Source: an optimization exercise on an open RTL-to-GDS flow (aim: small area and a short achievable clock period). Production flows keep margins and buffers that such runs may drop. The flow treats the clock pin as an ideal source, which a real chip does not have.

== rev 12 ==
## fir_32nd
module fir_32nd (
    input clk,
    input reset,
    input signed [15:0] data_in,
    output reg signed [15:0] filtered_output
);
  reg [15:0] x0;
  reg [15:0] x1;
  reg [15:0] x2;
  reg [15:0] x3;
  reg [15:0] x4;
  reg [15:0] x5;
  reg [15:0] x6;
  reg [15:0] x7;
  reg [15:0] x8;
  reg [15:0] x9;
  reg [15:0] x10;
  reg [15:0] x11;
  reg [15:0] x12;
  reg [15:0] x13;
  reg [15:0] x14;
  reg [15:0] x15;
  reg [15:0] x16;
  reg [15:0] x17;
  reg [15:0] x18;
  reg [15:0] x19;
  reg [15:0] x20;
  reg [16:0] p5;
  reg [16:0] p6;
  reg [16:0] p7;
  reg [16:0] p8;
  reg [16:0] p9;
  reg [16:0] p10;
  reg [16:0] p11;
  reg [16:0] p12;
  reg [16:0] p13;
  reg [16:0] p14;
  reg [16:0] p15;
  reg [17:0] G6;
  reg [17:0] G7;
  reg [17:0] G8;
  reg [17:0] G14;
  reg [17:0] G15;
  reg [28:0] R0a;
  reg [28:0] R0b;
  reg [30:0] R1a;
  reg [29:0] R1b;
  reg [30:0] R2a;
  reg [30:0] R2b;
  reg [0:0] v1_;
  reg [0:0] v2_;
  wire m0 = ~x1[15];
  wire m1 = ~x2[15];
  wire m2 = ~x14[15];
  wire m3 = ~x15[15];
  wire m4 = ~x16[15];
  wire m5 = ~p11[16];
  wire m6 = ~p14[16];
  wire m7 = ~p7[16];
  wire s8, c8;
  fir_ha us8 (x1[0], x14[2], s8, c8);
  wire s9, c9;
  fir_fa us9 (x1[1], x14[3], x15[10], s9, c9);
  wire s10, c10;
  fir_ha us10 (x1[9], x1[7], s10, c10);
  wire s11, c11;
  fir_fa us11 (x1[2], x14[4], x15[11], s11, c11);
  wire s12, c12;
  fir_fa us12 (x1[10], x1[8], x1[5], s12, c12);
  wire s13, c13;
  fir_ha us13 (x16[12], x16[4], s13, c13);
  wire s14, c14;
  fir_fa us14 (x1[3], x14[5], x15[12], s14, c14);
  wire s15, c15;
  ...
Size in the first run: roughly 2700 cells after synthesis, roughly 790 flip-flops, roughly 34 I/O pins, roughly 43000 um^2 of cells after synthesis.
==> flow/config.mk <==
export PLATFORM = sky130hd
export DESIGN_NAME = fir_32nd
export DESIGN_NICKNAME = fir_32nd
export VERILOG_FILES = /design/flow/design.v
export SDC_FILE = /design/flow/constraint.sdc
export NUM_CORES = 4
export LEC_CHECK = 0
export CAP_MARGIN = 20
export CORE_MARGIN = 2
export CORE_UTILIZATION = 60
export SLEW_MARGIN = 20
export SYNTH_HIERARCHICAL = 1
export TNS_END_PERCENT = 5
==> flow/constraint.sdc <==
create_clock -name core_clock -period 15.0 [get_ports {clk}]
set_input_delay 3.0000 -clock core_clock [delete_from_list [all_inputs] [get_ports {clk}]]
set_output_delay 3.0000 -clock core_clock [all_outputs]
set_load 0.01 [all_outputs]
standard.sh (not shown) runs the stock make flow with config.mk's settings and CLKGATE_MAP_FILE= SYNTH_SCRIPT=/design/flow/synth_recipe.tcl, a recipe that flattens the netlist after the stock synthesis.
==> flow/flow/run.sh <==
#!/bin/bash
# Own flow: the standard synthesis, then the standard ORFS steps with
# buf_4 port buffers, no delay cells in buffering, a fanout limit that
# turns the reset net into a buffer tree, and a larger setup margin so
# timing repair works on the paths that set the achieved period, and
# clock tree options for a shallower (lower-latency) balanced tree.
set -e
H=$PWD/flow/hook.tcl
bash standard.sh synth > synth.log 2>&1
bash standard.sh SETUP_SLACK_MARGIN=11 BUFFER_PORTS_ARGS="-buffer_cell sky130_fd_sc_hd__buf_4" \
  PRE_GLOBAL_PLACE_TCL=$H PRE_RESIZE_TCL=$H PRE_CTS_TCL=$H PRE_GLOBAL_ROUTE_TCL=$H CTS_ARGS="-sink_clustering_enable -repair_clock_nets -sink_clustering_size 30 -sink_clustering_max_diameter 100 -dont_use_dummy_load" finish > layout.log 2>&1
==> flow/flow/hook.tcl <==
# Keep delay cells out of buffering and sizing; split high-fanout nets (the reset net).
set_dont_use [get_lib_cells {sky130_fd_sc_hd__clkdlybuf4s* sky130_fd_sc_hd__dlygate4sd* sky130_fd_sc_hd__dlymetal6s*}]
set_max_fanout 16 [current_design]
Rev 12 has completed all stages; timing, DRC and antenna checks passed.
Changes in rev 13 relative to rev 12:
==> flow/flow/run.sh <==
#!/bin/bash
# Own flow: the standard synthesis, then the standard ORFS steps with
# buf_4 port buffers, no delay cells in buffering, a fanout limit that
# turns the reset net into a buffer tree, and a larger setup margin so
# timing repair works on the paths that set the achieved period.
set -e
H=$PWD/flow/hook.tcl
bash standard.sh synth > synth.log 2>&1
bash standard.sh SETUP_SLACK_MARGIN=11 BUFFER_PORTS_ARGS="-buffer_cell sky130_fd_sc_hd__buf_4" \
  PRE_GLOBAL_PLACE_TCL=$H PRE_RESIZE_TCL=$H PRE_CTS_TCL=$H PRE_GLOBAL_ROUTE_TCL=$H finish > layout.log 2>&1
--- a/flow/config.mk
+++ b/flow/config.mk
@@ -10,2 +10,4 @@
 export CORE_UTILIZATION = 60
+export CTS_CLUSTER_DIAMETER = 60
+export CTS_CLUSTER_SIZE = 30
 export SLEW_MARGIN = 20
==> summary.txt <==
Changes observed in rev 13 relative to rev 12: later-pin clock latency in the skew report barely changed; first-iteration DRC count climbed 9.2%. Compared with rev 12, rev 13 shows a setup slack that is 0.013 ns lower. Relative to rev 12, maximum achievable frequency has gone down in rev 13. Across both runs, signed area change from the synthesized netlist to the final layout was higher for rev 13 than for rev 12. The share of the cycle needed by the critical path after routing on rev 12 is in line with that on rev 13. Final-layout worst hold slack: rev 12 and rev 13 compared, higher one is rev 12.
No run of this note included a check of the RTL's function; only the layout flow was run.

## what the ideal ports hide
In the flow no input, the clock included, has a driving cell. The finished layouts below were timed again as built, in two steps. Step 1 sets driving cells, clkbuf_16 on the clock port and buf_2 on the other inputs (assumed; they add their load-dependent delay and slew). Step 2 times the ports against the registers' clock, not the clock port: input delays grow and output delays shrink by t, the midpoint of the rising clock arrivals with the driver on. a / b / c = ideal ports / drivers / drivers and shift; a / b = the first two.
run	t, ns	setup slack, ns	hold slack, ns	worst setup path after step 2	slew at the worst register clock pin (ns)
rev 12	0.679	10.830 / 10.764 / 10.194	0.337 / 0.337 / 0.337	input, reset recovery	0.08 / 0.08
rev 13	0.694	10.817 / 10.751 / 10.167	0.333 / 0.333 / 0.333	input, reset recovery	0.08 / 0.08
After both steps setup and hold are still met in every run listed. For rev 13, which loses most, drivers alone change the setup slack by -0.066 ns; drivers and shift together by -0.650 ns. Setup slack includes reset recovery checks.
